Background: an optimization exercise with open tools, aiming at small area. Do not read the settings as production practice. Only simulation tests tie the RTL to the original design; equivalence was not proved. No activity file was given, so power comes from the tool's default toggle rates.

Setup of run A:
Design top_level, start of the top module:
module top_level(clk_100MHz, rst, sw, hsync, vsync, rgb);
   input         clk_100MHz, rst;
   input  [1:0]  sw;
   output        hsync, vsync;
   output [11:0] rgb;
   wire          rst_s, h_cell, v_cell;
   wire   [9:0]  hc, vc;
   aiso AISO(.clk(clk_100MHz), .rst(rst), .rst_s(rst_s));
   vga VGA(.clk_100MHz(clk_100MHz), .rst(rst_s), .hsync(hsync),
           .vsync(vsync), .hc(hc), .vc(vc), .h_cell(h_cell), .v_cell(v_cell));
   vga_animate PX_ANIMATE(.clk(clk_100MHz), .rst(rst_s), .sw(sw),
                          .hc(hc), .vc(vc), .h_cell(h_cell),
                          .v_cell(v_cell), .rgb(rgb));
endmodule
Size: ~500 cells after synthesis, about 62 flip-flops, roughly 3500 sq um of cells after synthesis.
==> flow/config.mk <==
export PLATFORM = sky130hd
export DESIGN_NAME = top_level
export DESIGN_NICKNAME = top_level
export VERILOG_FILES = /design/flow/design.v
export SDC_FILE = /design/flow/constraint.sdc
export NUM_CORES = 4
export LEC_CHECK = 0
export ABC_AREA = 1
export ABC_CLOCK_PERIOD_IN_PS = 10000
export CAP_MARGIN = 20
export CORE_MARGIN = 2
export CORE_UTILIZATION = 55
export CTS_BUF_LIST = sky130_fd_sc_hd__clkbuf_4
export SLEW_MARGIN = 20
==> flow/constraint.sdc <==
create_clock -name core_clock -period 10.0 [get_ports {clk_100MHz}]
set_input_delay 2.0000 -clock core_clock [delete_from_list [all_inputs] [get_ports {clk_100MHz}]]
set_output_delay 2.0000 -clock core_clock [all_outputs]
set_load 0.01 [all_outputs]
standard.sh (not shown) runs the stock make flow with config.mk's settings and CLKGATE_MAP_FILE= SYNTH_SCRIPT=/design/flow/synth_recipe.tcl, a recipe that flattens the netlist after the stock synthesis.
==> flow/flow/run.sh <==
#!/bin/bash
# Layout flow: the standard ORFS flow (standard.sh), with three changes:
#  - synthesis runs synth.tcl here, which is synth_recipe.tcl with only ABC's
#    mapping call replaced (area scripts in abc/, the smallest result kept),
#    and without ORFS's adder extraction (ADDER_MAP_FILE empty);
#  - the input and output port buffers use sky130_fd_sc_hd__buf_1;
#  - clock tree synthesis uses clkbuf_4 and inserts no dummy loads.
# make's full output goes to flow_make.log in this folder; each ORFS step
# keeps its own log under orfs/logs/.
set -euo pipefail
here=$(cd "$(dirname "$0")" && pwd)
export MY_ABC_DIR="$here/abc"
export FLOW_SYNTH_TCL="$PWD/synth_recipe.tcl"
bash standard.sh finish "SYNTH_SCRIPT=$here/synth.tcl" "ADDER_MAP_FILE=" \
  "BUFFER_PORTS_ARGS=-buffer_cell sky130_fd_sc_hd__buf_1" \
  "CTS_ARGS=-sink_clustering_enable -repair_clock_nets -buf_list sky130_fd_sc_hd__clkbuf_4 -dont_use_dummy_load" \
  > flow_make.log 2>&1
Other scripts of this flow, unchanged in this note and not shown: flow/flow/abc/a0.abc, flow/flow/abc/a1.abc, flow/flow/abc/b1.abc, flow/flow/abc/b2.abc, flow/flow/abc/b3.abc, flow/flow/abc/b4.abc, flow/flow/abc/c5.abc, flow/flow/abc/c6.abc, flow/flow/synth.tcl
diff inputs: run A => run B
-- flow/flow/run.sh --
<<< run A, line 14
bash standard.sh finish "SYNTH_SCRIPT=$here/synth.tcl" "ADDER_MAP_FILE=" \
  "BUFFER_PORTS_ARGS=-buffer_cell sky130_fd_sc_hd__buf_1" \
  "CTS_ARGS=-sink_clustering_enable -repair_clock_nets -buf_list sky130_fd_sc_hd__clkbuf_4 -dont_use_dummy_load" \
  > flow_make.log 2>&1
>>> run B, line 14
bash standard.sh finish "SYNTH_SCRIPT=$here/synth.tcl" "ADDER_MAP_FILE=" \
  "BUFFER_PORTS_ARGS=-buffer_cell sky130_fd_sc_hd__buf_1" \
  "CTS_ARGS=-sink_clustering_enable -repair_clock_nets -buf_list sky130_fd_sc_hd__clkbuf_16 -dont_use_dummy_load -sink_clustering_size 64 -sink_clustering_max_diameter 500" \
  > flow_make.log 2>&1
Results
Across both runs, power density over cell area was higher for run B than for run A.
Changes observed in run B relative to run A: sequential fraction of design power went down by 15 points; non-clock buffer area fraction after layout neither gained nor lost much; clock skew fell 0.012 ns; via count of the first global-routing pass +about 0.6%; final-layout worst hold slack now sits at about the same level.
In the metrics for run A and run B, the one carrying the lower area added between synthesis and finish is run A.
Diff run A -> run B: post-layout instance area increased by 4.2% relative to the old numbers, slew at the pin closest to its max-slew limit fell 0.010 ns, flip-flop and latch count stayed essentially flat.
#### Input delta (run C over run B)
==> flow/flow/run.sh <==
#!/bin/bash
# Layout flow: the standard ORFS flow (standard.sh), with two changes:
#  - synthesis runs synth.tcl here, which is synth_recipe.tcl with only ABC's
#    mapping call replaced (area scripts in abc/, the smallest result kept),
#    and without ORFS's adder extraction (ADDER_MAP_FILE empty);
#  - the input and output port buffers use sky130_fd_sc_hd__buf_1;
#  - clock tree synthesis uses clkbuf_4 and inserts no dummy loads.
# make's full output goes to flow_make.log in this folder; each ORFS step
# keeps its own log under orfs/logs/.
set -euo pipefail
here=$(cd "$(dirname "$0")" && pwd)
export MY_ABC_DIR="$here/abc"
export FLOW_SYNTH_TCL="$PWD/synth_recipe.tcl"
bash standard.sh finish "SYNTH_SCRIPT=$here/synth.tcl" "ADDER_MAP_FILE=" \
  "BUFFER_PORTS_ARGS=-buffer_cell sky130_fd_sc_hd__buf_1" \
  "CTS_ARGS=-sink_clustering_enable -repair_clock_nets -buf_list sky130_fd_sc_hd__clkbuf_4 -dont_use_dummy_load" \
  > flow_make.log 2>&1
--- outcome ---
- Looking at largest power group, the the clock network result is from run B; the sequential cells one comes from run C.
- Between run B and run C, the difference in number of buffers on the longest clock path is negligible.
- Run C against run B: internal portion of total power decreased by 28% relative to the old numbers, total of fill cells in the finished design increased by 5.1% relative to the old numbers.
- Run C ended with less via count of the first global-routing pass than run B.
- Per the comparison of run C with run B, share of cell area taken by multi-input logic gates climbed 2.1 points; total power draw dropped 25%; first-pass GRT wire length dropped about 1.7%; routed wire length dropped about 1.5%.
- Run C has power dissipated by switching net loads below what run B had.
- [diff] register-to-register slack, run C relative to run B: improvement

==> re-timing with driven ports <==
Ports are ideal in the flow. The routed layouts listed here were re-timed in OpenROAD.
Step 1 assumes that a clkbuf_16 drives the clock port and a buf_2 every other input.
Step 2 also shifts input and output timing later by t, the mid clock arrival at the registers, as if the neighbouring blocks saw the same clock.
Three values: ideal, step 1, step 2; two values: the first two.
| run | t, ns | setup slack, ns | worst setup path at the end | latest minus earliest clock arrival (ns) | cell pins on the clock port's net |
|---|---|---|---|---|---|
| run A | 0.435 | 1.672 / 1.643 / 2.078 | register to output | 0.022 / 0.022 | 1 |
| run B | 0.357 | 1.736 / 1.701 / 2.058 | register to output | 0.010 / 0.010 | 1 |
| run C | 0.435 | 1.672 / 1.643 / 2.078 | register to output | 0.022 / 0.022 | 1 |
After both steps every run listed still meets setup and hold.
